Source: an optimization exercise on an open RTL-to-GDS flow (aim: small area and a short achievable clock period). Production flows keep margins and buffers that such runs may drop. Where RTL was checked, it was by simulation tests only, not by an equivalence proof against the original. For run 2, only the layout was checked, not whether the RTL still works.

## flow/design.v (module list and top-level ports; edited modules follow where they fit)
// module Subtractor: 1175 lines
module Subtractor(
    input clk,
    input rst,               
    input in_valid,
    input [1:0] sel,         
    input [15:0] a,
    input [15:0] b,
    output out_valid,
    output [3:0] LED,
    output [26:0] binary_out,
    output [55:0] seg
);
  // ...
==> flow/flow/run.sh <==
#!/bin/bash
# Layout flow: the standard ORFS flow (standard.sh) with three changes:
#  - synthesis skips the generic ABC pass inside Yosys's synth (SYNTH_ARGS=-noabc), so
#    extract_fa sees the adder cells' XOR/majority logic as written;
#  - the technology-mapping ABC script (flow/abc_area.script) maps for a delay target
#    and then sizes cells for it, instead of sizing every path for minimum delay;
#  - port buffers use the small buffer given in flow/port_buffer.txt.
set -euo pipefail
W=$(pwd)
mkdir -p "$W/scripts_x"
for f in "$FLOW_HOME"/scripts/*; do ln -sfn "$f" "$W/scripts_x/"; done
rm -f "$W/scripts_x/abc_area.script"
cp "$W/flow/abc_area.script" "$W/scripts_x/abc_area.script"
PB=$(cat "$W/flow/port_buffer.txt")
bash standard.sh SCRIPTS_DIR="$W/scripts_x" SYNTH_ARGS=-noabc "BUFFER_PORTS_ARGS=-buffer_cell $PB" finish > "$W/make_finish.log" 2>&1
==> flow/flow/abc_area.script <==
strash
dch -f
map -D 5000
topo
stime -c
buffer -c
upsize -c -D 5000
dnsize -c -D 5000
==> flow/flow/port_buffer.txt <==
sky130_fd_sc_hd__buf_1
==> flow/standard.sh <==
#!/bin/bash
# synth_recipe.tcl (not shown) runs the flow's synth.tcl, then flattens the netlist and writes it again
# the make line also repeats each setting of config.mk as NAME=value (left out here)
make -C /OpenROAD-flow-scripts/flow DESIGN_CONFIG=/design/flow/config.mk WORK_HOME=/design/flow/orfs CLKGATE_MAP_FILE= SYNTH_SCRIPT=/design/flow/synth_recipe.tcl "${@:-finish}"
==> flow/config.mk <==
export PLATFORM = sky130hd
export DESIGN_NAME = Subtractor
export DESIGN_NICKNAME = Subtractor
export VERILOG_FILES = /design/flow/design.v
export SDC_FILE = /design/flow/constraint.sdc
export NUM_CORES = 4
export LEC_CHECK = 0
export ABC_AREA = 1
export CAP_MARGIN = 20
export CORE_MARGIN = 2
export CORE_UTILIZATION = 60
export CTS_CLUSTER_DIAMETER = 100
export CTS_CLUSTER_SIZE = 30
export SLEW_MARGIN = 20
==> flow/constraint.sdc <==
create_clock -name core_clock -period 33.0 [get_ports {clk}]
set_input_delay 6.6000 -clock core_clock [delete_from_list [all_inputs] [get_ports {clk}]]
set_output_delay 6.6000 -clock core_clock [all_outputs]
set_load 0.01 [all_outputs]
==> summary.txt, run 1 <==
* Critical path depth in cells at 1
* Period minus WS final at roughly 7.6 ns
* Crit-path slowest cell: dfxtp_1
* Layout Utilization at ~65%
* Sequential area share after synthesis at approximately 24%
* Syn_area_per_cell at 8.002 sq um
* CP Launch Point: bin_r[18]
* Most common cell in the netlist: nor2_1
* GPL Wtd Cong at 0.8603
* Max Root-Sink Buffers at 3
* First-pass GRT wire length at a little under 60000 um
* Reg clk slew, reported paths at 0.10 ns
* Final hold vios at 0
* CTS Sinks at 201
* Maximum fanout along the worst path at 1
* WL met3 at 1571 um
* Number of remaining DRC errors at 0
* Slew headroom at 46.05%
* Critical path class: flop to primary output
* Placed cell area at 17310 sq um
* Synth Area in Compound Gates at 17.67%
* Number of max-slew violations in the final report at 0
* Status: no timing/DRC/antenna violations
* Fin area at between 15000 and 20000 sq um
* Maxcap violations at 0
* Most area-consuming cells after synthesis: dfxtp_1 (24%), fa_1 (23%), nor2_1 (8.0%)
* Net count, final at about 2400
==> module Subtractor, before the edit <==
module Subtractor(
    input clk,
    input rst,               
    input in_valid,
    input [1:0] sel,         
    input [15:0] a,
    input [15:0] b,
    output out_valid,
    output [3:0] LED,
    output [26:0] binary_out,
    output [55:0] seg
);
function [3:0] add3(input [3:0] x);
    reg ge5;
    begin
        ge5 = x[3] | (x[2] & (x[1] | x[0]));
        add3[3] = ge5;
        add3[2] = (x[3] & x[0]) | (x[2] & ~x[1] & ~x[0]);
        add3[1] = (x[3] & ~x[0]) | (x[1] & (~x[2] | x[0]));
        add3[0] = x[0] ^ ge5;
    end
endfunction
function [6:0] seg7(input [3:0] d, input blank);
    reg [6:0] s;
    begin
        case (d)
            4'd0: s = ~7'b0111111;
            4'd1: s = ~7'b0000110;
            4'd2: s = ~7'b1011011;
            4'd3: s = ~7'b1001111;
            4'd4: s = ~7'b1100110;
            4'd5: s = ~7'b1101101;
            4'd6: s = ~7'b1111101;
            4'd7: s = ~7'b0000111;
            4'd8: s = ~7'b1111111;
            default: s = ~7'b1101111;
        endcase
        seg7 = blank ? 7'b1111111 : s;
    end
endfunction
reg [15:0] A, B;
reg [1:0] S0;
reg v0;
always @(posedge clk) begin
    v0 <= in_valid & ~rst;
    S0 <= sel; A <= a; B <= b;
end
wire mul = (S0 == 2'd2);
wire shr = (S0 == 2'd3);
wire cin = (S0 == 2'd1);
wire [15:0] Bm = mul ? B : 16'd1;
wire [15:0] X = shr ? {1'b0, A[15:1]} : A;
wire [15:0] Yp = (B ^ {16{S0[0]}}) & {16{~S0[1]}};
wire y0 = Yp[0];
wire pp0_0 = X[0] & Bm[0];
wire pp0_1 = X[1] & Bm[0];
wire pp0_2 = X[2] & Bm[0];
wire pp0_3 = X[3] & Bm[0];
wire pp0_4 = X[4] & Bm[0];
wire pp0_5 = X[5] & Bm[0];
wire pp0_6 = X[6] & Bm[0];
wire pp0_7 = X[7] & Bm[0];
wire pp0_8 = X[8] & Bm[0];
wire pp0_9 = X[9] & Bm[0];
wire pp0_10 = X[10] & Bm[0];
wire pp0_11 = X[11] & Bm[0];
wire pp0_12 = X[12] & Bm[0];
wire pp0_13 = X[13] & Bm[0];
wire pp0_14 = X[14] & Bm[0];
wire pp0_15 = X[15] & Bm[0];
wire pp1_0 = (A[0] & Bm[1]) | Yp[1];
wire pp1_1 = (A[1] & Bm[1]) | Yp[2];
wire pp1_2 = (A[2] & Bm[1]) | Yp[3];
wire pp1_3 = (A[3] & Bm[1]) | Yp[4];
wire pp1_4 = (A[4] & Bm[1]) | Yp[5];
wire pp1_5 = (A[5] & Bm[1]) | Yp[6];
wire pp1_6 = (A[6] & Bm[1]) | Yp[7];
wire pp1_7 = (A[7] & Bm[1]) | Yp[8];
wire pp1_8 = (A[8] & Bm[1]) | Yp[9];
wire pp1_9 = (A[9] & Bm[1]) | Yp[10];
wire pp1_10 = (A[10] & Bm[1]) | Yp[11];
wire pp1_11 = (A[11] & Bm[1]) | Yp[12];
wire pp1_12 = (A[12] & Bm[1]) | Yp[13];
wire pp1_13 = (A[13] & Bm[1]) | Yp[14];
wire pp1_14 = (A[14] & Bm[1]) | Yp[15];
wire pp1_15 = A[15] & Bm[1];
wire pp2_0 = A[0] & Bm[2];
wire pp2_1 = A[1] & Bm[2];
wire pp2_2 = A[2] & Bm[2];
wire pp2_3 = A[3] & Bm[2];
wire pp2_4 = A[4] & Bm[2];
wire pp2_5 = A[5] & Bm[2];
wire pp2_6 = A[6] & Bm[2];
wire pp2_7 = A[7] & Bm[2];
wire pp2_8 = A[8] & Bm[2];
wire pp2_9 = A[9] & Bm[2];
wire pp2_10 = A[10] & Bm[2];
wire pp2_11 = A[11] & Bm[2];
wire pp2_12 = A[12] & Bm[2];
wire pp2_13 = A[13] & Bm[2];
wire pp2_14 = A[14] & Bm[2];
wire pp2_15 = A[15] & Bm[2];
wire pp3_0 = A[0] & Bm[3];
wire pp3_1 = A[1] & Bm[3];
wire pp3_2 = A[2] & Bm[3];
wire pp3_3 = A[3] & Bm[3];
wire pp3_4 = A[4] & Bm[3];
wire pp3_5 = A[5] & Bm[3];
wire pp3_6 = A[6] & Bm[3];
wire pp3_7 = A[7] & Bm[3];
wire pp3_8 = A[8] & Bm[3];
wire pp3_9 = A[9] & Bm[3];
wire pp3_10 = A[10] & Bm[3];
wire pp3_11 = A[11] & Bm[3];
wire pp3_12 = A[12] & Bm[3];
wire pp3_13 = A[13] & Bm[3];
wire pp3_14 = A[14] & Bm[3];
wire pp3_15 = A[15] & Bm[3];
wire pp4_0 = A[0] & Bm[4];
wire pp4_1 = A[1] & Bm[4];
wire pp4_2 = A[2] & Bm[4];
wire pp4_3 = A[3] & Bm[4];
wire pp4_4 = A[4] & Bm[4];
wire pp4_5 = A[5] & Bm[4];
wire pp4_6 = A[6] & Bm[4];
wire pp4_7 = A[7] & Bm[4];
wire pp4_8 = A[8] & Bm[4];
wire pp4_9 = A[9] & Bm[4];
wire pp4_10 = A[10] & Bm[4];
wire pp4_11 = A[11] & Bm[4];
wire pp4_12 = A[12] & Bm[4];
wire pp4_13 = A[13] & Bm[4];
wire pp4_14 = A[14] & Bm[4];
wire pp4_15 = A[15] & Bm[4];
wire pp5_0 = A[0] & Bm[5];
wire pp5_1 = A[1] & Bm[5];
wire pp5_2 = A[2] & Bm[5];
wire pp5_3 = A[3] & Bm[5];
wire pp5_4 = A[4] & Bm[5];
wire pp5_5 = A[5] & Bm[5];
wire pp5_6 = A[6] & Bm[5];
wire pp5_7 = A[7] & Bm[5];
wire pp5_8 = A[8] & Bm[5];
wire pp5_9 = A[9] & Bm[5];
wire pp5_10 = A[10] & Bm[5];
wire pp5_11 = A[11] & Bm[5];
wire pp5_12 = A[12] & Bm[5];
wire pp5_13 = A[13] & Bm[5];
wire pp5_14 = A[14] & Bm[5];
wire pp5_15 = A[15] & Bm[5];
wire pp6_0 = A[0] & Bm[6];
wire pp6_1 = A[1] & Bm[6];
wire pp6_2 = A[2] & Bm[6];
wire pp6_3 = A[3] & Bm[6];
wire pp6_4 = A[4] & Bm[6];
wire pp6_5 = A[5] & Bm[6];
wire pp6_6 = A[6] & Bm[6];
wire pp6_7 = A[7] & Bm[6];
wire pp6_8 = A[8] & Bm[6];
wire pp6_9 = A[9] & Bm[6];
wire pp6_10 = A[10] & Bm[6];
wire pp6_11 = A[11] & Bm[6];
wire pp6_12 = A[12] & Bm[6];
wire pp6_13 = A[13] & Bm[6];
wire pp6_14 = A[14] & Bm[6];
wire pp6_15 = A[15] & Bm[6];
wire pp7_0 = A[0] & Bm[7];
wire pp7_1 = A[1] & Bm[7];
wire pp7_2 = A[2] & Bm[7];
wire pp7_3 = A[3] & Bm[7];
wire pp7_4 = A[4] & Bm[7];
wire pp7_5 = A[5] & Bm[7];
wire pp7_6 = A[6] & Bm[7];
wire pp7_7 = A[7] & Bm[7];
wire pp7_8 = A[8] & Bm[7];
wire pp7_9 = A[9] & Bm[7];
wire pp7_10 = A[10] & Bm[7];
wire pp7_11 = A[11] & Bm[7];
wire pp7_12 = A[12] & Bm[7];
wire pp7_13 = A[13] & Bm[7];
wire pp7_14 = A[14] & Bm[7];
wire pp7_15 = A[15] & Bm[7];
wire pp8_0 = A[0] & Bm[8];
wire pp8_1 = A[1] & Bm[8];
wire pp8_2 = A[2] & Bm[8];
wire pp8_3 = A[3] & Bm[8];
wire pp8_4 = A[4] & Bm[8];
wire pp8_5 = A[5] & Bm[8];
wire pp8_6 = A[6] & Bm[8];
wire pp8_7 = A[7] & Bm[8];
wire pp8_8 = A[8] & Bm[8];
wire pp8_9 = A[9] & Bm[8];
wire pp8_10 = A[10] & Bm[8];
wire pp8_11 = A[11] & Bm[8];
wire pp8_12 = A[12] & Bm[8];
wire pp8_13 = A[13] & Bm[8];
wire pp8_14 = A[14] & Bm[8];
wire pp8_15 = A[15] & Bm[8];
wire pp9_0 = A[0] & Bm[9];
wire pp9_1 = A[1] & Bm[9];
wire pp9_2 = A[2] & Bm[9];
wire pp9_3 = A[3] & Bm[9];
wire pp9_4 = A[4] & Bm[9];
wire pp9_5 = A[5] & Bm[9];
wire pp9_6 = A[6] & Bm[9];
wire pp9_7 = A[7] & Bm[9];
wire pp9_8 = A[8] & Bm[9];
wire pp9_9 = A[9] & Bm[9];
wire pp9_10 = A[10] & Bm[9];
wire pp9_11 = A[11] & Bm[9];
wire pp9_12 = A[12] & Bm[9];
wire pp9_13 = A[13] & Bm[9];
wire pp9_14 = A[14] & Bm[9];
wire pp9_15 = A[15] & Bm[9];
wire pp10_0 = A[0] & Bm[10];
wire pp10_1 = A[1] & Bm[10];
wire pp10_2 = A[2] & Bm[10];
wire pp10_3 = A[3] & Bm[10];
wire pp10_4 = A[4] & Bm[10];
wire pp10_5 = A[5] & Bm[10];
wire pp10_6 = A[6] & Bm[10];
wire pp10_7 = A[7] & Bm[10];
wire pp10_8 = A[8] & Bm[10];
wire pp10_9 = A[9] & Bm[10];
wire pp10_10 = A[10] & Bm[10];
wire pp10_11 = A[11] & Bm[10];
wire pp10_12 = A[12] & Bm[10];
wire pp10_13 = A[13] & Bm[10];
wire pp10_14 = A[14] & Bm[10];
wire pp10_15 = A[15] & Bm[10];
wire pp11_0 = A[0] & Bm[11];
wire pp11_1 = A[1] & Bm[11];
wire pp11_2 = A[2] & Bm[11];
wire pp11_3 = A[3] & Bm[11];
wire pp11_4 = A[4] & Bm[11];
wire pp11_5 = A[5] & Bm[11];
wire pp11_6 = A[6] & Bm[11];
wire pp11_7 = A[7] & Bm[11];
wire pp11_8 = A[8] & Bm[11];
wire pp11_9 = A[9] & Bm[11];
wire pp11_10 = A[10] & Bm[11];
wire pp11_11 = A[11] & Bm[11];
wire pp11_12 = A[12] & Bm[11];
wire pp11_13 = A[13] & Bm[11];
wire pp11_14 = A[14] & Bm[11];
wire pp11_15 = A[15] & Bm[11];
wire pp12_0 = A[0] & Bm[12];
wire pp12_1 = A[1] & Bm[12];
wire pp12_2 = A[2] & Bm[12];
wire pp12_3 = A[3] & Bm[12];
wire pp12_4 = A[4] & Bm[12];
wire pp12_5 = A[5] & Bm[12];
wire pp12_6 = A[6] & Bm[12];
wire pp12_7 = A[7] & Bm[12];
wire pp12_8 = A[8] & Bm[12];
wire pp12_9 = A[9] & Bm[12];
wire pp12_10 = A[10] & Bm[12];
wire pp12_11 = A[11] & Bm[12];
wire pp12_12 = A[12] & Bm[12];
wire pp12_13 = A[13] & Bm[12];
wire pp12_14 = A[14] & Bm[12];
wire pp13_0 = A[0] & Bm[13];
wire pp13_1 = A[1] & Bm[13];
wire pp13_2 = A[2] & Bm[13];
wire pp13_3 = A[3] & Bm[13];
wire pp13_4 = A[4] & Bm[13];
wire pp13_5 = A[5] & Bm[13];
wire pp13_6 = A[6] & Bm[13];
wire pp13_7 = A[7] & Bm[13];
wire pp13_8 = A[8] & Bm[13];
wire pp13_9 = A[9] & Bm[13];
wire pp13_10 = A[10] & Bm[13];
wire pp13_11 = A[11] & Bm[13];
wire pp13_12 = A[12] & Bm[13];
wire pp13_13 = A[13] & Bm[13];
wire pp14_0 = A[0] & Bm[14];
wire pp14_1 = A[1] & Bm[14];
wire pp14_2 = A[2] & Bm[14];
wire pp14_3 = A[3] & Bm[14];
wire pp14_4 = A[4] & Bm[14];
wire pp14_5 = A[5] & Bm[14];
wire pp14_6 = A[6] & Bm[14];
wire pp14_7 = A[7] & Bm[14];
wire pp14_8 = A[8] & Bm[14];
wire pp14_9 = A[9] & Bm[14];
wire pp14_10 = A[10] & Bm[14];
wire pp14_11 = A[11] & Bm[14];
wire pp14_12 = A[12] & Bm[14];
wire pp15_0 = A[0] & Bm[15];
wire pp15_1 = A[1] & Bm[15];
wire pp15_2 = A[2] & Bm[15];
wire pp15_3 = A[3] & Bm[15];
wire pp15_4 = A[4] & Bm[15];
wire pp15_5 = A[5] & Bm[15];
wire pp15_6 = A[6] & Bm[15];
wire pp15_7 = A[7] & Bm[15];
wire pp15_8 = A[8] & Bm[15];
wire pp15_9 = A[9] & Bm[15];
wire pp15_10 = A[10] & Bm[15];
wire pp15_11 = A[11] & Bm[15];
wire hs13_0;
wire hc13_0;
wire s14_0;
wire c14_0;
wire hs14_1;
wire hc14_1;
wire s15_1;
wire c15_1;
wire s15_2;
wire c15_2;
wire hs15_2;
wire hc15_2;
wire s16_3;
wire c16_3;
wire s16_4;
wire c16_4;
wire hs16_3;
wire hc16_3;
wire s17_5;
wire c17_5;
wire s17_6;
wire c17_6;
wire s18_7;
wire c18_7;
wire hs9_4;
wire hc9_4;
wire s10_8;
wire c10_8;
wire hs10_5;
wire hc10_5;
wire s11_9;
wire c11_9;
wire s11_10;
wire c11_10;
wire hs11_6;
wire hc11_6;
wire s12_11;
wire c12_11;
wire s12_12;
wire c12_12;
wire s12_13;
wire c12_13;
wire hs12_7;
wire hc12_7;
wire s13_14;
wire c13_14;
wire s13_15;
wire c13_15;
wire s13_16;
wire c13_16;
wire s13_17;
wire c13_17;
wire s14_18;
wire c14_18;
wire s14_19;
wire c14_19;
wire s14_20;
wire c14_20;
wire s14_21;
wire c14_21;
wire s15_22;
wire c15_22;
wire s15_23;
wire c15_23;
wire s15_24;
wire c15_24;
wire s15_25;
wire c15_25;
wire s16_26;
wire c16_26;
wire s16_27;
wire c16_27;
wire s16_28;
wire c16_28;
wire s16_29;
wire c16_29;
wire s17_30;
wire c17_30;
wire s17_31;
wire c17_31;
wire s17_32;
wire c17_32;
wire s17_33;
wire c17_33;
wire s18_34;
wire c18_34;
wire s18_35;
wire c18_35;
wire s18_36;
wire c18_36;
wire s18_37;
wire c18_37;
wire s19_38;
wire c19_38;
wire s19_39;
wire c19_39;
wire s19_40;
wire c19_40;
wire s19_41;
wire c19_41;
wire s20_42;
wire c20_42;
wire s20_43;
wire c20_43;
wire s20_44;
wire c20_44;
wire s21_45;
wire c21_45;
wire s21_46;
wire c21_46;
wire s22_47;
wire c22_47;
wire hs6_8;
wire hc6_8;
wire s7_48;
wire c7_48;
wire hs7_9;
wire hc7_9;
wire s8_49;
wire c8_49;
wire s8_50;
wire c8_50;
wire hs8_10;
wire hc8_10;
wire s9_51;
wire c9_51;
wire s9_52;
wire c9_52;
wire s9_53;
wire c9_53;
wire s10_54;
wire c10_54;
wire s10_55;
wire c10_55;
wire s10_56;
wire c10_56;
wire s11_57;
wire c11_57;
wire s11_58;
wire c11_58;
wire s11_59;
wire c11_59;
wire s12_60;
wire c12_60;
wire s12_61;
wire c12_61;
wire s12_62;
wire c12_62;
wire s13_63;
wire c13_63;
wire s13_64;
wire c13_64;
wire s13_65;
wire c13_65;
wire s14_66;
wire c14_66;
wire s14_67;
wire c14_67;
wire s14_68;
wire c14_68;
wire s15_69;
wire c15_69;
wire s15_70;
wire c15_70;
wire s15_71;
wire c15_71;
wire s16_72;
wire c16_72;
wire s16_73;
wire c16_73;
wire s16_74;
wire c16_74;
wire s17_75;
wire c17_75;
wire s17_76;
wire c17_76;
wire s17_77;
wire c17_77;
wire s18_78;
wire c18_78;
wire s18_79;
wire c18_79;
wire s18_80;
wire c18_80;
wire s19_81;
wire c19_81;
wire s19_82;
wire c19_82;
wire s19_83;
wire c19_83;
wire s20_84;
wire c20_84;
wire s20_85;
wire c20_85;
wire s20_86;
wire c20_86;
wire s21_87;
wire c21_87;
wire s21_88;
wire c21_88;
wire s21_89;
wire c21_89;
wire s22_90;
wire c22_90;
wire s22_91;
wire c22_91;
wire s22_92;
wire c22_92;
wire s23_93;
wire c23_93;
wire s23_94;
wire c23_94;
wire s23_95;
wire c23_95;
wire s24_96;
wire c24_96;
wire s24_97;
wire c24_97;
wire s25_98;
wire c25_98;
wire hs4_11;
wire hc4_11;
wire s5_99;
wire c5_99;
wire hs5_12;
wire hc5_12;
wire s6_100;
wire c6_100;
wire s6_101;
wire c6_101;
wire s7_102;
wire c7_102;
wire s7_103;
wire c7_103;
wire s8_104;
wire c8_104;
wire s8_105;
wire c8_105;
wire s9_106;
wire c9_106;
wire s9_107;
wire c9_107;
wire s10_108;
wire c10_108;
wire s10_109;
wire c10_109;
wire s11_110;
wire c11_110;
wire s11_111;
wire c11_111;
wire s12_112;
wire c12_112;
wire s12_113;
wire c12_113;
wire s13_114;
wire c13_114;
wire s13_115;
wire c13_115;
wire s14_116;
wire c14_116;
wire s14_117;
wire c14_117;
wire s15_118;
wire c15_118;
wire s15_119;
wire c15_119;
wire s16_120;
wire c16_120;
wire s16_121;
wire c16_121;
wire s17_122;
wire c17_122;
wire s17_123;
wire c17_123;
wire s18_124;
wire c18_124;
wire s18_125;
wire c18_125;
wire s19_126;
wire c19_126;
wire s19_127;
wire c19_127;
wire s20_128;
wire c20_128;
wire s20_129;
wire c20_129;
wire s21_130;
wire c21_130;
wire s21_131;
wire c21_131;
wire s22_132;
wire c22_132;
wire s22_133;
wire c22_133;
wire s23_134;
wire c23_134;
wire s23_135;
wire c23_135;
wire s24_136;
wire c24_136;
wire s24_137;
wire c24_137;
wire s25_138;
wire c25_138;
wire s25_139;
wire c25_139;
wire x26_306;
wire x26_307;
wire hs3_13;
wire hc3_13;
wire s4_140;
wire c4_140;
wire s5_141;
wire c5_141;
wire s6_142;
wire c6_142;
wire s7_143;
wire c7_143;
wire s8_144;
wire c8_144;
wire s9_145;
wire c9_145;
wire s10_146;
wire c10_146;
wire s11_147;
wire c11_147;
wire s12_148;
wire c12_148;
wire s13_149;
wire c13_149;
wire s14_150;
wire c14_150;
wire s15_151;
wire c15_151;
wire s16_152;
wire c16_152;
wire s17_153;
wire c17_153;
wire s18_154;
wire c18_154;
wire s19_155;
wire c19_155;
wire s20_156;
wire c20_156;
wire s21_157;
wire c21_157;
wire s22_158;
wire c22_158;
wire s23_159;
wire c23_159;
wire s24_160;
wire c24_160;
wire s25_161;
wire c25_161;
wire x26_354;
wire hs0_14;
wire hc0_14;
wire hs1_15;
wire hc1_15;
wire s2_162;
wire c2_162;
wire s3_163;
wire c3_163;
wire s4_164;
wire c4_164;
wire s5_165;
wire c5_165;
wire s6_166;
wire c6_166;
wire s7_167;
wire c7_167;
wire s8_168;
wire c8_168;
wire s9_169;
wire c9_169;
wire s10_170;
wire c10_170;
wire s11_171;
wire c11_171;
wire s12_172;
wire c12_172;
wire s13_173;
wire c13_173;
wire s14_174;
wire c14_174;
wire s15_175;
wire c15_175;
wire s16_176;
wire c16_176;
wire s17_177;
wire c17_177;
wire s18_178;
wire c18_178;
wire s19_179;
wire c19_179;
wire s20_180;
wire c20_180;
wire s21_181;
wire c21_181;
wire s22_182;
wire c22_182;
wire s23_183;
wire c23_183;
wire s24_184;
wire c24_184;
wire s25_185;
wire c25_185;
wire x26_407;
assign hs13_0 = pp10_3 ^ pp11_2;
assign hc13_0 = pp10_3 & pp11_2;
assign s14_0 = pp10_4 ^ pp11_3 ^ pp12_2;
assign c14_0 = (pp10_4 & pp11_3) | (pp10_4 & pp12_2) | (pp11_3 & pp12_2);
assign hs14_1 = pp13_1 ^ pp14_0;
assign hc14_1 = pp13_1 & pp14_0;
assign s15_1 = pp10_5 ^ pp11_4 ^ pp12_3;
assign c15_1 = (pp10_5 & pp11_4) | (pp10_5 & pp12_3) | (pp11_4 & pp12_3);
assign s15_2 = pp13_2 ^ pp14_1 ^ pp15_0;
assign c15_2 = (pp13_2 & pp14_1) | (pp13_2 & pp15_0) | (pp14_1 & pp15_0);
assign hs15_2 = pp2_13 ^ pp3_12;
assign hc15_2 = pp2_13 & pp3_12;
assign s16_3 = pp10_6 ^ pp11_5 ^ pp12_4;
assign c16_3 = (pp10_6 & pp11_5) | (pp10_6 & pp12_4) | (pp11_5 & pp12_4);
assign s16_4 = pp13_3 ^ pp14_2 ^ pp15_1;
assign c16_4 = (pp13_3 & pp14_2) | (pp13_3 & pp15_1) | (pp14_2 & pp15_1);
assign hs16_3 = pp2_14 ^ pp3_13;
assign hc16_3 = pp2_14 & pp3_13;
assign s17_5 = pp10_7 ^ pp11_6 ^ pp12_5;
assign c17_5 = (pp10_7 & pp11_6) | (pp10_7 & pp12_5) | (pp11_6 & pp12_5);
assign s17_6 = pp13_4 ^ pp14_3 ^ pp15_2;
assign c17_6 = (pp13_4 & pp14_3) | (pp13_4 & pp15_2) | (pp14_3 & pp15_2);
assign s18_7 = pp10_8 ^ pp11_7 ^ pp12_6;
assign c18_7 = (pp10_8 & pp11_7) | (pp10_8 & pp12_6) | (pp11_7 & pp12_6);
assign hs9_4 = pp2_7 ^ pp3_6;
assign hc9_4 = pp2_7 & pp3_6;
assign s10_8 = pp10_0 ^ pp2_8 ^ pp3_7;
assign c10_8 = (pp10_0 & pp2_8) | (pp10_0 & pp3_7) | (pp2_8 & pp3_7);
assign hs10_5 = pp4_6 ^ pp5_5;
assign hc10_5 = pp4_6 & pp5_5;
assign s11_9 = pp10_1 ^ pp11_0 ^ pp2_9;
assign c11_9 = (pp10_1 & pp11_0) | (pp10_1 & pp2_9) | (pp11_0 & pp2_9);
assign s11_10 = pp3_8 ^ pp4_7 ^ pp5_6;
assign c11_10 = (pp3_8 & pp4_7) | (pp3_8 & pp5_6) | (pp4_7 & pp5_6);
assign hs11_6 = pp6_5 ^ pp7_4;
assign hc11_6 = pp6_5 & pp7_4;
assign s12_11 = pp10_2 ^ pp11_1 ^ pp12_0;
assign c12_11 = (pp10_2 & pp11_1) | (pp10_2 & pp12_0) | (pp11_1 & pp12_0);
assign s12_12 = pp2_10 ^ pp3_9 ^ pp4_8;
assign c12_12 = (pp2_10 & pp3_9) | (pp2_10 & pp4_8) | (pp3_9 & pp4_8);
assign s12_13 = pp5_7 ^ pp6_6 ^ pp7_5;
assign c12_13 = (pp5_7 & pp6_6) | (pp5_7 & pp7_5) | (pp6_6 & pp7_5);
assign hs12_7 = pp8_4 ^ pp9_3;
assign hc12_7 = pp8_4 & pp9_3;
assign s13_14 = pp12_1 ^ pp13_0 ^ pp2_11;
assign c13_14 = (pp12_1 & pp13_0) | (pp12_1 & pp2_11) | (pp13_0 & pp2_11);
assign s13_15 = pp3_10 ^ pp4_9 ^ pp5_8;
assign c13_15 = (pp3_10 & pp4_9) | (pp3_10 & pp5_8) | (pp4_9 & pp5_8);
assign s13_16 = pp6_7 ^ pp7_6 ^ pp8_5;
assign c13_16 = (pp6_7 & pp7_6) | (pp6_7 & pp8_5) | (pp7_6 & pp8_5);
assign s13_17 = pp9_4 ^ pp0_13 ^ pp1_12;
assign c13_17 = (pp9_4 & pp0_13) | (pp9_4 & pp1_12) | (pp0_13 & pp1_12);
assign s14_18 = pp2_12 ^ pp3_11 ^ pp4_10;
assign c14_18 = (pp2_12 & pp3_11) | (pp2_12 & pp4_10) | (pp3_11 & pp4_10);
assign s14_19 = pp5_9 ^ pp6_8 ^ pp7_7;
assign c14_19 = (pp5_9 & pp6_8) | (pp5_9 & pp7_7) | (pp6_8 & pp7_7);
assign s14_20 = pp8_6 ^ pp9_5 ^ hc13_0;
assign c14_20 = (pp8_6 & pp9_5) | (pp8_6 & hc13_0) | (pp9_5 & hc13_0);
assign s14_21 = pp0_14 ^ pp1_13 ^ hs14_1;
assign c14_21 = (pp0_14 & pp1_13) | (pp0_14 & hs14_1) | (pp1_13 & hs14_1);
assign s15_22 = pp4_11 ^ pp5_10 ^ pp6_9;
assign c15_22 = (pp4_11 & pp5_10) | (pp4_11 & pp6_9) | (pp5_10 & pp6_9);
assign s15_23 = pp7_8 ^ pp8_7 ^ pp9_6;
assign c15_23 = (pp7_8 & pp8_7) | (pp7_8 & pp9_6) | (pp8_7 & pp9_6);
assign s15_24 = hc14_1 ^ pp0_15 ^ pp1_14;
assign c15_24 = (hc14_1 & pp0_15) | (hc14_1 & pp1_14) | (pp0_15 & pp1_14);
assign s15_25 = hs15_2 ^ c14_0 ^ s15_1;
assign c15_25 = (hs15_2 & c14_0) | (hs15_2 & s15_1) | (c14_0 & s15_1);
assign s16_26 = pp4_12 ^ pp5_11 ^ pp6_10;
assign c16_26 = (pp4_12 & pp5_11) | (pp4_12 & pp6_10) | (pp5_11 & pp6_10);
assign s16_27 = pp7_9 ^ pp8_8 ^ pp9_7;
assign c16_27 = (pp7_9 & pp8_8) | (pp7_9 & pp9_7) | (pp8_8 & pp9_7);
assign s16_28 = hc15_2 ^ pp1_15 ^ hs16_3;
assign c16_28 = (hc15_2 & pp1_15) | (hc15_2 & hs16_3) | (pp1_15 & hs16_3);
assign s16_29 = c15_1 ^ c15_2 ^ s16_3;
assign c16_29 = (c15_1 & c15_2) | (c15_1 & s16_3) | (c15_2 & s16_3);
assign s17_30 = pp2_15 ^ pp3_14 ^ pp4_13;
assign c17_30 = (pp2_15 & pp3_14) | (pp2_15 & pp4_13) | (pp3_14 & pp4_13);
assign s17_31 = pp5_12 ^ pp6_11 ^ pp7_10;
assign c17_31 = (pp5_12 & pp6_11) | (pp5_12 & pp7_10) | (pp6_11 & pp7_10);
assign s17_32 = pp8_9 ^ pp9_8 ^ hc16_3;
assign c17_32 = (pp8_9 & pp9_8) | (pp8_9 & hc16_3) | (pp9_8 & hc16_3);
assign s17_33 = c16_3 ^ c16_4 ^ s17_5;
assign c17_33 = (c16_3 & c16_4) | (c16_3 & s17_5) | (c16_4 & s17_5);
assign s18_34 = pp13_5 ^ pp14_4 ^ pp15_3;
assign c18_34 = (pp13_5 & pp14_4) | (pp13_5 & pp15_3) | (pp14_4 & pp15_3);
assign s18_35 = pp3_15 ^ pp4_14 ^ pp5_13;
assign c18_35 = (pp3_15 & pp4_14) | (pp3_15 & pp5_13) | (pp4_14 & pp5_13);
assign s18_36 = pp6_12 ^ pp7_11 ^ pp8_10;
assign c18_36 = (pp6_12 & pp7_11) | (pp6_12 & pp8_10) | (pp7_11 & pp8_10);
assign s18_37 = pp9_9 ^ c17_5 ^ c17_6;
assign c18_37 = (pp9_9 & c17_5) | (pp9_9 & c17_6) | (c17_5 & c17_6);
assign s19_38 = pp10_9 ^ pp11_8 ^ pp12_7;
assign c19_38 = (pp10_9 & pp11_8) | (pp10_9 & pp12_7) | (pp11_8 & pp12_7);
assign s19_39 = pp13_6 ^ pp14_5 ^ pp15_4;
assign c19_39 = (pp13_6 & pp14_5) | (pp13_6 & pp15_4) | (pp14_5 & pp15_4);
assign s19_40 = pp4_15 ^ pp5_14 ^ pp6_13;
assign c19_40 = (pp4_15 & pp5_14) | (pp4_15 & pp6_13) | (pp5_14 & pp6_13);
assign s19_41 = pp7_12 ^ pp8_11 ^ pp9_10;
assign c19_41 = (pp7_12 & pp8_11) | (pp7_12 & pp9_10) | (pp8_11 & pp9_10);
assign s20_42 = pp10_10 ^ pp11_9 ^ pp12_8;
assign c20_42 = (pp10_10 & pp11_9) | (pp10_10 & pp12_8) | (pp11_9 & pp12_8);
assign s20_43 = pp13_7 ^ pp14_6 ^ pp15_5;
assign c20_43 = (pp13_7 & pp14_6) | (pp13_7 & pp15_5) | (pp14_6 & pp15_5);
assign s20_44 = pp5_15 ^ pp6_14 ^ pp7_13;
assign c20_44 = (pp5_15 & pp6_14) | (pp5_15 & pp7_13) | (pp6_14 & pp7_13);
assign s21_45 = pp10_11 ^ pp11_10 ^ pp12_9;
assign c21_45 = (pp10_11 & pp11_10) | (pp10_11 & pp12_9) | (pp11_10 & pp12_9);
assign s21_46 = pp13_8 ^ pp14_7 ^ pp15_6;
assign c21_46 = (pp13_8 & pp14_7) | (pp13_8 & pp15_6) | (pp14_7 & pp15_6);
assign s22_47 = pp10_12 ^ pp11_11 ^ pp12_10;
assign c22_47 = (pp10_12 & pp11_11) | (pp10_12 & pp12_10) | (pp11_11 & pp12_10);
assign hs6_8 = pp2_4 ^ pp3_3;
assign hc6_8 = pp2_4 & pp3_3;
assign s7_48 = pp2_5 ^ pp3_4 ^ pp4_3;
assign c7_48 = (pp2_5 & pp3_4) | (pp2_5 & pp4_3) | (pp3_4 & pp4_3);
assign hs7_9 = pp5_2 ^ pp6_1;
assign hc7_9 = pp5_2 & pp6_1;
assign s8_49 = pp2_6 ^ pp3_5 ^ pp4_4;
assign c8_49 = (pp2_6 & pp3_5) | (pp2_6 & pp4_4) | (pp3_5 & pp4_4);
assign s8_50 = pp5_3 ^ pp6_2 ^ pp7_1;
assign c8_50 = (pp5_3 & pp6_2) | (pp5_3 & pp7_1) | (pp6_2 & pp7_1);
assign hs8_10 = pp8_0 ^ pp0_8;
assign hc8_10 = pp8_0 & pp0_8;
assign s9_51 = pp4_5 ^ pp5_4 ^ pp6_3;
assign c9_51 = (pp4_5 & pp5_4) | (pp4_5 & pp6_3) | (pp5_4 & pp6_3);
assign s9_52 = pp7_2 ^ pp8_1 ^ pp9_0;
assign c9_52 = (pp7_2 & pp8_1) | (pp7_2 & pp9_0) | (pp8_1 & pp9_0);
assign s9_53 = pp0_9 ^ pp1_8 ^ hs9_4;
assign c9_53 = (pp0_9 & pp1_8) | (pp0_9 & hs9_4) | (pp1_8 & hs9_4);
assign s10_54 = pp6_4 ^ pp7_3 ^ pp8_2;
assign c10_54 = (pp6_4 & pp7_3) | (pp6_4 & pp8_2) | (pp7_3 & pp8_2);
assign s10_55 = pp9_1 ^ hc9_4 ^ pp0_10;
assign c10_55 = (pp9_1 & hc9_4) | (pp9_1 & pp0_10) | (hc9_4 & pp0_10);
assign s10_56 = pp1_9 ^ hs10_5 ^ s10_8;
assign c10_56 = (pp1_9 & hs10_5) | (pp1_9 & s10_8) | (hs10_5 & s10_8);
assign s11_57 = pp8_3 ^ pp9_2 ^ hc10_5;
assign c11_57 = (pp8_3 & pp9_2) | (pp8_3 & hc10_5) | (pp9_2 & hc10_5);
assign s11_58 = pp0_11 ^ pp1_10 ^ hs11_6;
assign c11_58 = (pp0_11 & pp1_10) | (pp0_11 & hs11_6) | (pp1_10 & hs11_6);
assign s11_59 = c10_8 ^ s11_10 ^ s11_9;
assign c11_59 = (c10_8 & s11_10) | (c10_8 & s11_9) | (s11_10 & s11_9);
assign s12_60 = hc11_6 ^ pp0_12 ^ pp1_11;
assign c12_60 = (hc11_6 & pp0_12) | (hc11_6 & pp1_11) | (pp0_12 & pp1_11);
assign s12_61 = hs12_7 ^ c11_10 ^ c11_9;
assign c12_61 = (hs12_7 & c11_10) | (hs12_7 & c11_9) | (c11_10 & c11_9);
assign s12_62 = s12_11 ^ s12_12 ^ s12_13;
assign c12_62 = (s12_11 & s12_12) | (s12_11 & s12_13) | (s12_12 & s12_13);
assign s13_63 = hc12_7 ^ hs13_0 ^ c12_11;
assign c13_63 = (hc12_7 & hs13_0) | (hc12_7 & c12_11) | (hs13_0 & c12_11);
assign s13_64 = c12_12 ^ c12_13 ^ s13_14;
assign c13_64 = (c12_12 & c12_13) | (c12_12 & s13_14) | (c12_13 & s13_14);
assign s13_65 = s13_15 ^ s13_16 ^ s13_17;
assign c13_65 = (s13_15 & s13_16) | (s13_15 & s13_17) | (s13_16 & s13_17);
assign s14_66 = c13_14 ^ c13_15 ^ c13_16;
assign c14_66 = (c13_14 & c13_15) | (c13_14 & c13_16) | (c13_15 & c13_16);
assign s14_67 = s14_0 ^ s14_18 ^ s14_19;
assign c14_67 = (s14_0 & s14_18) | (s14_0 & s14_19) | (s14_18 & s14_19);
assign s14_68 = c13_17 ^ s14_20 ^ s14_21;
assign c14_68 = (c13_17 & s14_20) | (c13_17 & s14_21) | (s14_20 & s14_21);
assign s15_69 = c14_18 ^ c14_19 ^ s15_2;
assign c15_69 = (c14_18 & c14_19) | (c14_18 & s15_2) | (c14_19 & s15_2);
assign s15_70 = s15_22 ^ s15_23 ^ c14_20;
assign c15_70 = (s15_22 & s15_23) | (s15_22 & c14_20) | (s15_23 & c14_20);
assign s15_71 = s15_24 ^ c14_21 ^ s15_25;
assign c15_71 = (s15_24 & c14_21) | (s15_24 & s15_25) | (c14_21 & s15_25);
assign s16_72 = c15_22 ^ c15_23 ^ s16_26;
assign c16_72 = (c15_22 & c15_23) | (c15_22 & s16_26) | (c15_23 & s16_26);
assign s16_73 = s16_27 ^ s16_4 ^ c15_24;
assign c16_73 = (s16_27 & s16_4) | (s16_27 & c15_24) | (s16_4 & c15_24);
assign s16_74 = s16_28 ^ c15_25 ^ s16_29;
assign c16_74 = (s16_28 & c15_25) | (s16_28 & s16_29) | (c15_25 & s16_29);
assign s17_75 = c16_26 ^ c16_27 ^ s17_30;
assign c17_75 = (c16_26 & c16_27) | (c16_26 & s17_30) | (c16_27 & s17_30);
assign s17_76 = s17_31 ^ s17_6 ^ s17_32;
assign c17_76 = (s17_31 & s17_6) | (s17_31 & s17_32) | (s17_6 & s17_32);
assign s17_77 = c16_28 ^ c16_29 ^ s17_33;
assign c17_77 = (c16_28 & c16_29) | (c16_28 & s17_33) | (c16_29 & s17_33);
assign s18_78 = c17_30 ^ c17_31 ^ s18_34;
assign c18_78 = (c17_30 & c17_31) | (c17_30 & s18_34) | (c17_31 & s18_34);
assign s18_79 = s18_35 ^ s18_36 ^ s18_7;
assign c18_79 = (s18_35 & s18_36) | (s18_35 & s18_7) | (s18_36 & s18_7);
assign s18_80 = c17_32 ^ c17_33 ^ s18_37;
assign c18_80 = (c17_32 & c17_33) | (c17_32 & s18_37) | (c17_33 & s18_37);
assign s19_81 = c18_34 ^ c18_35 ^ c18_36;
assign c19_81 = (c18_34 & c18_35) | (c18_34 & c18_36) | (c18_35 & c18_36);
assign s19_82 = c18_7 ^ s19_38 ^ s19_39;
assign c19_82 = (c18_7 & s19_38) | (c18_7 & s19_39) | (s19_38 & s19_39);
assign s19_83 = s19_40 ^ s19_41 ^ c18_37;
assign c19_83 = (s19_40 & s19_41) | (s19_40 & c18_37) | (s19_41 & c18_37);
assign s20_84 = pp8_12 ^ pp9_11 ^ c19_38;
assign c20_84 = (pp8_12 & pp9_11) | (pp8_12 & c19_38) | (pp9_11 & c19_38);
assign s20_85 = c19_39 ^ c19_40 ^ c19_41;
assign c20_85 = (c19_39 & c19_40) | (c19_39 & c19_41) | (c19_40 & c19_41);
assign s20_86 = s20_42 ^ s20_43 ^ s20_44;
assign c20_86 = (s20_42 & s20_43) | (s20_42 & s20_44) | (s20_43 & s20_44);
assign s21_87 = pp6_15 ^ pp7_14 ^ pp8_13;
assign c21_87 = (pp6_15 & pp7_14) | (pp6_15 & pp8_13) | (pp7_14 & pp8_13);
assign s21_88 = pp9_12 ^ c20_42 ^ c20_43;
assign c21_88 = (pp9_12 & c20_42) | (pp9_12 & c20_43) | (c20_42 & c20_43);
assign s21_89 = c20_44 ^ s21_45 ^ s21_46;
assign c21_89 = (c20_44 & s21_45) | (c20_44 & s21_46) | (s21_45 & s21_46);
assign s22_90 = pp13_9 ^ pp14_8 ^ pp15_7;
assign c22_90 = (pp13_9 & pp14_8) | (pp13_9 & pp15_7) | (pp14_8 & pp15_7);
assign s22_91 = pp7_15 ^ pp8_14 ^ pp9_13;
assign c22_91 = (pp7_15 & pp8_14) | (pp7_15 & pp9_13) | (pp8_14 & pp9_13);
assign s22_92 = c21_45 ^ c21_46 ^ s22_47;
assign c22_92 = (c21_45 & c21_46) | (c21_45 & s22_47) | (c21_46 & s22_47);
assign s23_93 = pp10_13 ^ pp11_12 ^ pp12_11;
assign c23_93 = (pp10_13 & pp11_12) | (pp10_13 & pp12_11) | (pp11_12 & pp12_11);
assign s23_94 = pp13_10 ^ pp14_9 ^ pp15_8;
assign c23_94 = (pp13_10 & pp14_9) | (pp13_10 & pp15_8) | (pp14_9 & pp15_8);
assign s23_95 = pp8_15 ^ pp9_14 ^ c22_47;
assign c23_95 = (pp8_15 & pp9_14) | (pp8_15 & c22_47) | (pp9_14 & c22_47);
assign s24_96 = pp10_14 ^ pp11_13 ^ pp12_12;
assign c24_96 = (pp10_14 & pp11_13) | (pp10_14 & pp12_12) | (pp11_13 & pp12_12);
assign s24_97 = pp13_11 ^ pp14_10 ^ pp15_9;
assign c24_97 = (pp13_11 & pp14_10) | (pp13_11 & pp15_9) | (pp14_10 & pp15_9);
assign s25_98 = pp10_15 ^ pp11_14 ^ pp12_13;
assign c25_98 = (pp10_15 & pp11_14) | (pp10_15 & pp12_13) | (pp11_14 & pp12_13);
assign hs4_11 = pp2_2 ^ pp3_1;
assign hc4_11 = pp2_2 & pp3_1;
assign s5_99 = pp2_3 ^ pp3_2 ^ pp4_1;
assign c5_99 = (pp2_3 & pp3_2) | (pp2_3 & pp4_1) | (pp3_2 & pp4_1);
assign hs5_12 = pp5_0 ^ pp0_5;
assign hc5_12 = pp5_0 & pp0_5;
assign s6_100 = pp4_2 ^ pp5_1 ^ pp6_0;
assign c6_100 = (pp4_2 & pp5_1) | (pp4_2 & pp6_0) | (pp5_1 & pp6_0);
assign s6_101 = pp0_6 ^ pp1_5 ^ hs6_8;
assign c6_101 = (pp0_6 & pp1_5) | (pp0_6 & hs6_8) | (pp1_5 & hs6_8);
assign s7_102 = pp7_0 ^ hc6_8 ^ pp0_7;
assign c7_102 = (pp7_0 & hc6_8) | (pp7_0 & pp0_7) | (hc6_8 & pp0_7);
assign s7_103 = pp1_6 ^ hs7_9 ^ s7_48;
assign c7_103 = (pp1_6 & hs7_9) | (pp1_6 & s7_48) | (hs7_9 & s7_48);
assign s8_104 = hc7_9 ^ pp1_7 ^ c7_48;
assign c8_104 = (hc7_9 & pp1_7) | (hc7_9 & c7_48) | (pp1_7 & c7_48);
assign s8_105 = s8_49 ^ s8_50 ^ hs8_10;
assign c8_105 = (s8_49 & s8_50) | (s8_49 & hs8_10) | (s8_50 & hs8_10);
assign s9_106 = c8_49 ^ c8_50 ^ hc8_10;
assign c9_106 = (c8_49 & c8_50) | (c8_49 & hc8_10) | (c8_50 & hc8_10);
assign s9_107 = s9_51 ^ s9_52 ^ s9_53;
assign c9_107 = (s9_51 & s9_52) | (s9_51 & s9_53) | (s9_52 & s9_53);
assign s10_108 = c9_51 ^ c9_52 ^ s10_54;
assign c10_108 = (c9_51 & c9_52) | (c9_51 & s10_54) | (c9_52 & s10_54);
assign s10_109 = s10_55 ^ c9_53 ^ s10_56;
assign c10_109 = (s10_55 & c9_53) | (s10_55 & s10_56) | (c9_53 & s10_56);
assign s11_110 = c10_54 ^ c10_55 ^ s11_57;
assign c11_110 = (c10_54 & c10_55) | (c10_54 & s11_57) | (c10_55 & s11_57);
assign s11_111 = s11_58 ^ c10_56 ^ s11_59;
assign c11_111 = (s11_58 & c10_56) | (s11_58 & s11_59) | (c10_56 & s11_59);
assign s12_112 = c11_57 ^ s12_60 ^ c11_58;
assign c12_112 = (c11_57 & s12_60) | (c11_57 & c11_58) | (s12_60 & c11_58);
assign s12_113 = c11_59 ^ s12_61 ^ s12_62;
assign c12_113 = (c11_59 & s12_61) | (c11_59 & s12_62) | (s12_61 & s12_62);
assign s13_114 = c12_60 ^ c12_61 ^ c12_62;
assign c13_114 = (c12_60 & c12_61) | (c12_60 & c12_62) | (c12_61 & c12_62);
assign s13_115 = s13_63 ^ s13_64 ^ s13_65;
assign c13_115 = (s13_63 & s13_64) | (s13_63 & s13_65) | (s13_64 & s13_65);
assign s14_116 = c13_63 ^ c13_64 ^ s14_66;
assign c14_116 = (c13_63 & c13_64) | (c13_63 & s14_66) | (c13_64 & s14_66);
assign s14_117 = s14_67 ^ c13_65 ^ s14_68;
assign c14_117 = (s14_67 & c13_65) | (s14_67 & s14_68) | (c13_65 & s14_68);
assign s15_118 = c14_66 ^ c14_67 ^ s15_69;
assign c15_118 = (c14_66 & c14_67) | (c14_66 & s15_69) | (c14_67 & s15_69);
assign s15_119 = s15_70 ^ c14_68 ^ s15_71;
assign c15_119 = (s15_70 & c14_68) | (s15_70 & s15_71) | (c14_68 & s15_71);
assign s16_120 = c15_69 ^ s16_72 ^ c15_70;
assign c16_120 = (c15_69 & s16_72) | (c15_69 & c15_70) | (s16_72 & c15_70);
assign s16_121 = s16_73 ^ c15_71 ^ s16_74;
assign c16_121 = (s16_73 & c15_71) | (s16_73 & s16_74) | (c15_71 & s16_74);
assign s17_122 = c16_72 ^ s17_75 ^ c16_73;
assign c17_122 = (c16_72 & s17_75) | (c16_72 & c16_73) | (s17_75 & c16_73);
assign s17_123 = s17_76 ^ c16_74 ^ s17_77;
assign c17_123 = (s17_76 & c16_74) | (s17_76 & s17_77) | (c16_74 & s17_77);
assign s18_124 = c17_75 ^ s18_78 ^ s18_79;
assign c18_124 = (c17_75 & s18_78) | (c17_75 & s18_79) | (s18_78 & s18_79);
assign s18_125 = c17_76 ^ s18_80 ^ c17_77;
assign c18_125 = (c17_76 & s18_80) | (c17_76 & c17_77) | (s18_80 & c17_77);
assign s19_126 = c18_78 ^ c18_79 ^ s19_81;
assign c19_126 = (c18_78 & c18_79) | (c18_78 & s19_81) | (c18_79 & s19_81);
assign s19_127 = s19_82 ^ c18_80 ^ s19_83;
assign c19_127 = (s19_82 & c18_80) | (s19_82 & s19_83) | (c18_80 & s19_83);
assign s20_128 = c19_81 ^ c19_82 ^ s20_84;
assign c20_128 = (c19_81 & c19_82) | (c19_81 & s20_84) | (c19_82 & s20_84);
assign s20_129 = s20_85 ^ s20_86 ^ c19_83;
assign c20_129 = (s20_85 & s20_86) | (s20_85 & c19_83) | (s20_86 & c19_83);
assign s21_130 = s21_87 ^ c20_84 ^ c20_85;
assign c21_130 = (s21_87 & c20_84) | (s21_87 & c20_85) | (c20_84 & c20_85);
assign s21_131 = c20_86 ^ s21_88 ^ s21_89;
assign c21_131 = (c20_86 & s21_88) | (c20_86 & s21_89) | (s21_88 & s21_89);
assign s22_132 = c21_87 ^ s22_90 ^ s22_91;
assign c22_132 = (c21_87 & s22_90) | (c21_87 & s22_91) | (s22_90 & s22_91);
assign s22_133 = c21_88 ^ c21_89 ^ s22_92;
assign c22_133 = (c21_88 & c21_89) | (c21_88 & s22_92) | (c21_89 & s22_92);
assign s23_134 = c22_90 ^ c22_91 ^ s23_93;
assign c23_134 = (c22_90 & c22_91) | (c22_90 & s23_93) | (c22_91 & s23_93);
assign s23_135 = s23_94 ^ c22_92 ^ s23_95;
assign c23_135 = (s23_94 & c22_92) | (s23_94 & s23_95) | (c22_92 & s23_95);
assign s24_136 = pp9_15 ^ c23_93 ^ c23_94;
assign c24_136 = (pp9_15 & c23_93) | (pp9_15 & c23_94) | (c23_93 & c23_94);
assign s24_137 = s24_96 ^ s24_97 ^ c23_95;
assign c24_137 = (s24_96 & s24_97) | (s24_96 & c23_95) | (s24_97 & c23_95);
assign s25_138 = pp13_12 ^ pp14_11 ^ pp15_10;
assign c25_138 = (pp13_12 & pp14_11) | (pp13_12 & pp15_10) | (pp14_11 & pp15_10);
assign s25_139 = c24_96 ^ c24_97 ^ s25_98;
assign c25_139 = (c24_96 & c24_97) | (c24_96 & s25_98) | (c24_97 & s25_98);
assign x26_306 = pp11_15 ^ pp12_14 ^ pp13_13;
assign x26_307 = pp14_12 ^ pp15_11 ^ c25_98;
assign hs3_13 = pp2_1 ^ pp3_0;
assign hc3_13 = pp2_1 & pp3_0;
assign s4_140 = pp4_0 ^ pp0_4 ^ pp1_3;
assign c4_140 = (pp4_0 & pp0_4) | (pp4_0 & pp1_3) | (pp0_4 & pp1_3);
assign s5_141 = hc4_11 ^ pp1_4 ^ s5_99;
assign c5_141 = (hc4_11 & pp1_4) | (hc4_11 & s5_99) | (pp1_4 & s5_99);
assign s6_142 = c5_99 ^ hc5_12 ^ s6_100;
assign c6_142 = (c5_99 & hc5_12) | (c5_99 & s6_100) | (hc5_12 & s6_100);
assign s7_143 = c6_100 ^ s7_102 ^ c6_101;
assign c7_143 = (c6_100 & s7_102) | (c6_100 & c6_101) | (s7_102 & c6_101);
assign s8_144 = c7_102 ^ c7_103 ^ s8_104;
assign c8_144 = (c7_102 & c7_103) | (c7_102 & s8_104) | (c7_103 & s8_104);
assign s9_145 = c8_104 ^ s9_106 ^ c8_105;
assign c9_145 = (c8_104 & s9_106) | (c8_104 & c8_105) | (s9_106 & c8_105);
assign s10_146 = c9_106 ^ s10_108 ^ c9_107;
assign c10_146 = (c9_106 & s10_108) | (c9_106 & c9_107) | (s10_108 & c9_107);
assign s11_147 = c10_108 ^ s11_110 ^ c10_109;
assign c11_147 = (c10_108 & s11_110) | (c10_108 & c10_109) | (s11_110 & c10_109);
assign s12_148 = c11_110 ^ s12_112 ^ c11_111;
assign c12_148 = (c11_110 & s12_112) | (c11_110 & c11_111) | (s12_112 & c11_111);
assign s13_149 = c12_112 ^ s13_114 ^ c12_113;
assign c13_149 = (c12_112 & s13_114) | (c12_112 & c12_113) | (s13_114 & c12_113);
assign s14_150 = c13_114 ^ s14_116 ^ c13_115;
assign c14_150 = (c13_114 & s14_116) | (c13_114 & c13_115) | (s14_116 & c13_115);
assign s15_151 = c14_116 ^ s15_118 ^ c14_117;
assign c15_151 = (c14_116 & s15_118) | (c14_116 & c14_117) | (s15_118 & c14_117);
assign s16_152 = c15_118 ^ s16_120 ^ c15_119;
assign c16_152 = (c15_118 & s16_120) | (c15_118 & c15_119) | (s16_120 & c15_119);
assign s17_153 = c16_120 ^ s17_122 ^ c16_121;
assign c17_153 = (c16_120 & s17_122) | (c16_120 & c16_121) | (s17_122 & c16_121);
assign s18_154 = s18_124 ^ c17_122 ^ c17_123;
assign c18_154 = (s18_124 & c17_122) | (s18_124 & c17_123) | (c17_122 & c17_123);
assign s19_155 = s19_126 ^ c18_124 ^ c18_125;
assign c19_155 = (s19_126 & c18_124) | (s19_126 & c18_125) | (c18_124 & c18_125);
assign s20_156 = c19_126 ^ s20_128 ^ s20_129;
assign c20_156 = (c19_126 & s20_128) | (c19_126 & s20_129) | (s20_128 & s20_129);
assign s21_157 = c20_128 ^ s21_130 ^ s21_131;
assign c21_157 = (c20_128 & s21_130) | (c20_128 & s21_131) | (s21_130 & s21_131);
assign s22_158 = s22_132 ^ c21_130 ^ c21_131;
assign c22_158 = (s22_132 & c21_130) | (s22_132 & c21_131) | (c21_130 & c21_131);
assign s23_159 = c22_132 ^ s23_134 ^ s23_135;
assign c23_159 = (c22_132 & s23_134) | (c22_132 & s23_135) | (s23_134 & s23_135);
assign s24_160 = c23_134 ^ s24_136 ^ c23_135;
assign c24_160 = (c23_134 & s24_136) | (c23_134 & c23_135) | (s24_136 & c23_135);
assign s25_161 = s25_138 ^ c24_136 ^ s25_139;
assign c25_161 = (s25_138 & c24_136) | (s25_138 & s25_139) | (c24_136 & s25_139);
assign x26_354 = c25_138 ^ x26_306 ^ c25_139;
assign hs0_14 = cin ^ y0;
assign hc0_14 = cin & y0;
assign hs1_15 = pp0_1 ^ pp1_0;
assign hc1_15 = pp0_1 & pp1_0;
assign s2_162 = pp2_0 ^ pp0_2 ^ pp1_1;
assign c2_162 = (pp2_0 & pp0_2) | (pp2_0 & pp1_1) | (pp0_2 & pp1_1);
assign s3_163 = pp0_3 ^ pp1_2 ^ hs3_13;
assign c3_163 = (pp0_3 & pp1_2) | (pp0_3 & hs3_13) | (pp1_2 & hs3_13);
assign s4_164 = hc3_13 ^ hs4_11 ^ s4_140;
assign c4_164 = (hc3_13 & hs4_11) | (hc3_13 & s4_140) | (hs4_11 & s4_140);
assign s5_165 = hs5_12 ^ c4_140 ^ s5_141;
assign c5_165 = (hs5_12 & c4_140) | (hs5_12 & s5_141) | (c4_140 & s5_141);
assign s6_166 = s6_101 ^ c5_141 ^ s6_142;
assign c6_166 = (s6_101 & c5_141) | (s6_101 & s6_142) | (c5_141 & s6_142);
assign s7_167 = c6_142 ^ s7_103 ^ s7_143;
assign c7_167 = (c6_142 & s7_103) | (c6_142 & s7_143) | (s7_103 & s7_143);
assign s8_168 = s8_105 ^ c7_143 ^ s8_144;
assign c8_168 = (s8_105 & c7_143) | (s8_105 & s8_144) | (c7_143 & s8_144);
assign s9_169 = s9_107 ^ c8_144 ^ s9_145;
assign c9_169 = (s9_107 & c8_144) | (s9_107 & s9_145) | (c8_144 & s9_145);
assign s10_170 = c9_145 ^ s10_109 ^ s10_146;
assign c10_170 = (c9_145 & s10_109) | (c9_145 & s10_146) | (s10_109 & s10_146);
assign s11_171 = s11_111 ^ c10_146 ^ s11_147;
assign c11_171 = (s11_111 & c10_146) | (s11_111 & s11_147) | (c10_146 & s11_147);
assign s12_172 = s12_113 ^ c11_147 ^ s12_148;
assign c12_172 = (s12_113 & c11_147) | (s12_113 & s12_148) | (c11_147 & s12_148);
assign s13_173 = s13_115 ^ c12_148 ^ s13_149;
assign c13_173 = (s13_115 & c12_148) | (s13_115 & s13_149) | (c12_148 & s13_149);
assign s14_174 = s14_117 ^ c13_149 ^ s14_150;
assign c14_174 = (s14_117 & c13_149) | (s14_117 & s14_150) | (c13_149 & s14_150);
assign s15_175 = s15_119 ^ c14_150 ^ s15_151;
assign c15_175 = (s15_119 & c14_150) | (s15_119 & s15_151) | (c14_150 & s15_151);
assign s16_176 = s16_121 ^ c15_151 ^ s16_152;
assign c16_176 = (s16_121 & c15_151) | (s16_121 & s16_152) | (c15_151 & s16_152);
assign s17_177 = s17_123 ^ c16_152 ^ s17_153;
assign c17_177 = (s17_123 & c16_152) | (s17_123 & s17_153) | (c16_152 & s17_153);
assign s18_178 = s18_125 ^ c17_153 ^ s18_154;
assign c18_178 = (s18_125 & c17_153) | (s18_125 & s18_154) | (c17_153 & s18_154);
assign s19_179 = s19_127 ^ c18_154 ^ s19_155;
assign c19_179 = (s19_127 & c18_154) | (s19_127 & s19_155) | (c18_154 & s19_155);
assign s20_180 = c19_127 ^ c19_155 ^ s20_156;
assign c20_180 = (c19_127 & c19_155) | (c19_127 & s20_156) | (c19_155 & s20_156);
assign s21_181 = c20_129 ^ s21_157 ^ c20_156;
assign c21_181 = (c20_129 & s21_157) | (c20_129 & c20_156) | (s21_157 & c20_156);
assign s22_182 = s22_133 ^ c21_157 ^ s22_158;
assign c22_182 = (s22_133 & c21_157) | (s22_133 & s22_158) | (c21_157 & s22_158);
assign s23_183 = c22_133 ^ c22_158 ^ s23_159;
assign c23_183 = (c22_133 & c22_158) | (c22_133 & s23_159) | (c22_158 & s23_159);
assign s24_184 = s24_137 ^ s24_160 ^ c23_159;
assign c24_184 = (s24_137 & s24_160) | (s24_137 & c23_159) | (s24_160 & c23_159);
assign s25_185 = c24_137 ^ s25_161 ^ c24_160;
assign c25_185 = (c24_137 & s25_161) | (c24_137 & c24_160) | (s25_161 & c24_160);
assign x26_407 = x26_307 ^ x26_354 ^ c25_161;
wire [26:0] ta = {x26_407, s25_185, s24_184, s23_183, s22_182, s21_181, s20_180, s19_179, s18_178, s17_177, s16_176, s15_175, s14_174, s13_173, s12_172, s11_171, s10_170, s9_169, s8_168, s7_167, s6_166, s5_165, s4_164, s3_163, s2_162, hs1_15, pp0_0};
wire [26:0] tb = {c25_185, c24_184, c23_183, c22_182, c21_181, c20_180, c19_179, c18_178, c17_177, c16_176, c15_175, c14_174, c13_173, c12_172, c11_171, c10_170, c9_169, c8_168, c7_167, c6_166, c5_165, c4_164, c3_163, c2_162, hc1_15, hc0_14, hs0_14};
wire [26:0] tsum = ta + tb;
reg [26:0] R1;
reg [1:0] S1;
reg v1;
always @(posedge clk) begin
    v1 <= v0 & ~rst;
    R1 <= {tsum[26:16] & {11{mul}}, tsum[15:0]};    
    S1 <= S0;
end
wire [26:0] Rm = R1;
reg [31:0] dd;
integer i, k;
always @(*) begin
    dd = 32'd0;
    for (i = 26; i >= 11; i = i - 1) begin
        for (k = 0; k < 8; k = k + 1) dd[4*k +: 4] = add3(dd[4*k +: 4]);
        dd = {dd[30:0], Rm[i]};
    end
end
reg [26:0] R2;
reg [18:0] D2;                    
reg [1:0] S2;
reg v2;
always @(posedge clk) begin
    v2 <= v1 & ~rst;
    R2 <= Rm; S2 <= S1; D2 <= dd[18:0];
end
reg [31:0] de;
reg blank;
reg [55:0] sg;
always @(*) begin
    de = {13'd0, D2};
    for (i = 10; i >= 0; i = i - 1) begin
        for (k = 0; k < 8; k = k + 1) de[4*k +: 4] = add3(de[4*k +: 4]);
        de = {de[30:0], R2[i]};
    end
    blank = 1'b1;
    for (k = 7; k >= 0; k = k - 1) begin
        blank = blank & (de[4*k +: 4] == 4'd0);
        sg[7*k +: 7] = seg7(de[4*k +: 4], blank);
    end
end
reg [55:0] seg_r;
reg [3:0] led_r;
reg [26:0] bin_r;
reg v3;
always @(posedge clk) begin
    v3 <= v2 & ~rst;
    seg_r <= sg;
    bin_r <= R2;
    led_r <= {S2 == 2'd3, S2 == 2'd2, S2 == 2'd1, S2 == 2'd0};
end
assign out_valid = v3;
assign LED = led_r;
assign binary_out = bin_r;
assign seg = seg_r;
endmodule
==> inputs of run 2 (changes only) <==
--- a/flow/design.v
+++ b/flow/design.v
@@ -1133,3 +1133,3 @@
     dd = 32'd0;
-    for (i = 26; i >= 11; i = i - 1) begin
+    for (i = 26; i >= 12; i = i - 1) begin
         for (k = 0; k < 8; k = k + 1) dd[4*k +: 4] = add3(dd[4*k +: 4]);
@@ -1139,3 +1139,3 @@
 reg [26:0] R2;
-reg [18:0] D2;                    
+reg [17:0] D2;                    
 reg [1:0] S2;
@@ -1144,3 +1144,3 @@
     v2 <= v1 & ~rst;
-    R2 <= Rm; S2 <= S1; D2 <= dd[18:0];
+    R2 <= Rm; S2 <= S1; D2 <= dd[17:0];
 end
@@ -1150,4 +1150,4 @@
 always @(*) begin
-    de = {13'd0, D2};
-    for (i = 10; i >= 0; i = i - 1) begin
+    de = {14'd0, D2};
+    for (i = 11; i >= 0; i = i - 1) begin
         for (k = 0; k < 8; k = k + 1) de[4*k +: 4] = add3(de[4*k +: 4]);
==> flow/flow/port_buffer.txt (replaced) <==
sky130_fd_sc_hd__buf_2
==> run 2 against run 1 <==
Effect of this change: clock-buffer cell count is 7 higher; core utilization rose by 1.2 points; highest routed layer unchanged; global-route usage is 1.4 points higher; critical path depth unchanged; register-to-register slack lost 0.15 ns; cell area increased by 4.7%; hold slack better by 0.013 ns; non-clock buffer count unchanged; die area is 2.4% higher; fmax up 1.2%; flip-flop and latch count fell by 1; critical path type unchanged.
==> summary.txt, run 2 <==
* Setup_tns at 0 ns
* Post-Syn Instances at roughly 2100
* Largest regs: seg_r: 56 flops, R1: 27 flops, bin_r: 27 flops
* DP HPWL at 28460 um
* Max reg flops at between 50 and 60
* Yosys reg bits at 200
* Layout cells sized above 1 at 13.36%
* Max Root-Sink Buffers at 2 (-1)
* Measured slew at the worst slew-check pin at about 0.88 ns
* IO Port Bufs at 124
* WL per Instance at 14.17 um
* Most common cell after layout, fill and taps aside: nor2_1
* Hold Crit Class: flop to flop
* Placed cell area at 17890 sq um (+3.4%)
* Worst path required time at 26.40 ns
* Async S/R FF share, synth at 0%
* CP Launch Type: flop
* Final period util at 22.69%
* Clock Latency Late Sink at around 0.45 ns
* GPL Wtd Cong at 0.8835 (+2.7%)
* First-pass GRT wire length at 61520 um (+6.1%)
* Final hold vios at 0 (unchanged)
* Net count, final at 2484 (+2.1%)
* Max incr delay on CP at 0.32 ns
* Fin area at 18480 sq um (+4.7%)
* CTS Sinks at 200 (-0.50%)
* Fmax at 133.5 MHz
* Clock Skew at 0.01632 ns
* Starting density of the core at 61.09%
* Number of library cell types mapped by synthesis at 65
* Critical path's top delay family: flip-flops
* Post-synth top area cell: dfxtp_1
* Clock root cell: clkbuf_16
* Number of remaining DRC errors at 0 (unchanged)
* Vias at 14520
* Mapped Nets at 2385
* CP arrival at 0.89 ns
* Initial antenna violation count at 0
* Maxcap violations at 0 (unchanged)
* Mapped cell area at roughly 17000 sq um
* Postcts setup bufs at 0
* YS warnings at 1
* Top FF cell, synth: dfxtp_1
* RSZ-0062 raised after global routing: no
* H-tree Lvls at 4
* Sequential area share after synthesis at 23.59% (-0.70 points)
* Most common cell in the netlist: nor2_1
* Post_cts resized at 0
* Period minus WS final at 7.489 ns (-0.08640 ns)
* Fillers at 2442
* Placed Instances at 2577
* Detailed Route WL at about 37000 um
* Reg2reg setup slack at 25.53 ns
* Share of the synthesized area in the top cell type at 23.59%
* TritonRoute pass-1 iters at 5
* Reg clk slew, reported paths at 0.08 ns (-0.02 ns)
* Num CTS Buffers at 17
* Maximum fanout along the worst path at 1 (unchanged)
* Hold buffers post-CTS at 0
* Setup Viol. Count Final at 0
* DR iter-0 viols at a little over 800
* Post-Layout Cell Count at 2609
* GRT Util Overall at 25.62%
* Area Growth Syn to Fin at 8.854%
* CP endpoint kind: primary output
* Biggest register: seg_r
* Row cnt at 61
* Grt total ovfl at 0
* Critical path class: flop to primary output
* Top Ports at 125
* Post-synth top cells: nor2_1 (335), nand2_1 (271), inv_1 (270)
* Slew headroom at 40.95% (-5.1 points)
* Most frequent cells in the layout: nor2_1 (335), nand2_1 (271), inv_1 (270), dfxtp_1 (200), fa_1 (187)
* Critical path buffers and inverters at 1
* Core Region at 27780 sq um
* Crit-path slowest cell: dfxtp_1
* Vias in the first global route at 13828
* ANT cells at 0
* TritonCTS clock tree: yes
* DRT antenna net count at 0
* Die height at 172.2 um
* Most area-consuming cells after synthesis: dfxtp_1 (24%), fa_1 (22%), nor2_1 (7.4%)
* Crit-path cells: buf_2
* Status: no timing/DRC/antenna violations
* Pin count of the biggest net entering global routing at 31
* DIE AREA at 29650 sq um
* Number of max-slew violations in the final report at 0 (unchanged)
* Via density at 5.565
* EDFF count, synth at 0
* Die Wd at 172.2 um
* Syn_area_per_cell at 8.010 sq um (+0.10%)
## run 2: cells by family after synthesis
kind of cell	share of synthesized area [%]
AND/OR/NAND/NOR	18.87
AO/OA/AOI/OAI	19.05
buffers and inverters	7.475
adder cells (fa/ha/maj)	25.15
flip-flops	23.59
XOR/XNOR	5.861
## run 2: per-stage QoR
step	utilization [%]	hold slack (ns)	setup WS [ns]
4_1_cts	66.50	0.3295	25.49
3_3_place_gp	64.41	0.3099	25.81
2_1_floorplan	-	0.3096	26.07
6_report	66.50	0.3284	25.51
5_1_grt	66.50	0.3361	24.92
3_5_place_dp	64.41	0.3121	25.68
## run 2: path summary, 6_finish.rpt
path / startpoint / endpoint / depth (start not counted)
hold / removal: R1[0] / R2[0] / 0
setup reg to reg: S0[0] / R1[25] / 25
hold reg to reg: R1[0] / R2[0] / 0
setup / recovery: bin_r[13] / binary_out[13] / 1
## run 2: final cells by class
| class | count | area (sq um) | area share, % |
|---|---|---|---|
| tap | 378 | 473.0 | 2.560 |
| clock inverter | 13 | 148.9 | 0.8059 |
| sequential | 200 | 4004 | 21.67 |
| timing repair buffer | 126 | 635.6 | 3.440 |
| clock buffer | 19 | 432.9 | 2.343 |
| multi-input combinational | 1585 | 11700 | 63.33 |
| inverter | 288 | 1081 | 5.851 |
## run 2: metal layers
layer	global-route usage (%)	part of all wire, %
met3	3.433	4.8
met1	30.78	41
met2	46.62	51
met5	0	0
met4	9.755	2.8

afterwards: timing with drivers on the ports:
The results above use ideal ports. As a check the final layouts listed here were re-extracted and re-timed, cells and wires unchanged. Step 1: set_driving_cell puts a clkbuf_16 on clk and a buf_2 on each other input, an assumption about the parent block. Step 2 times the ports against the registers' clock, not the clock port: input delays grow and output delays shrink by t, the midpoint of the rising clock arrivals with the driver on. Slacks: ideal / step 1 / step 2; pairs: ideal / step 1.
| run | t (ns) | slack for setup (ns) | clock arrival spread, ns | worst slew at a driven data input, ns | pins driven straight from the clock port |
|---|---|---|---|---|---|
| run 1 | 0.522 | 25.425 / 25.374 / 25.678 | 0.022 / 0.023 | 0.04 | 1 |
| run 2 | 0.495 | 25.511 / 25.460 / 25.533 | 0.016 / 0.017 | 0.04 | 1 |
After both steps every run listed still meets setup and hold.
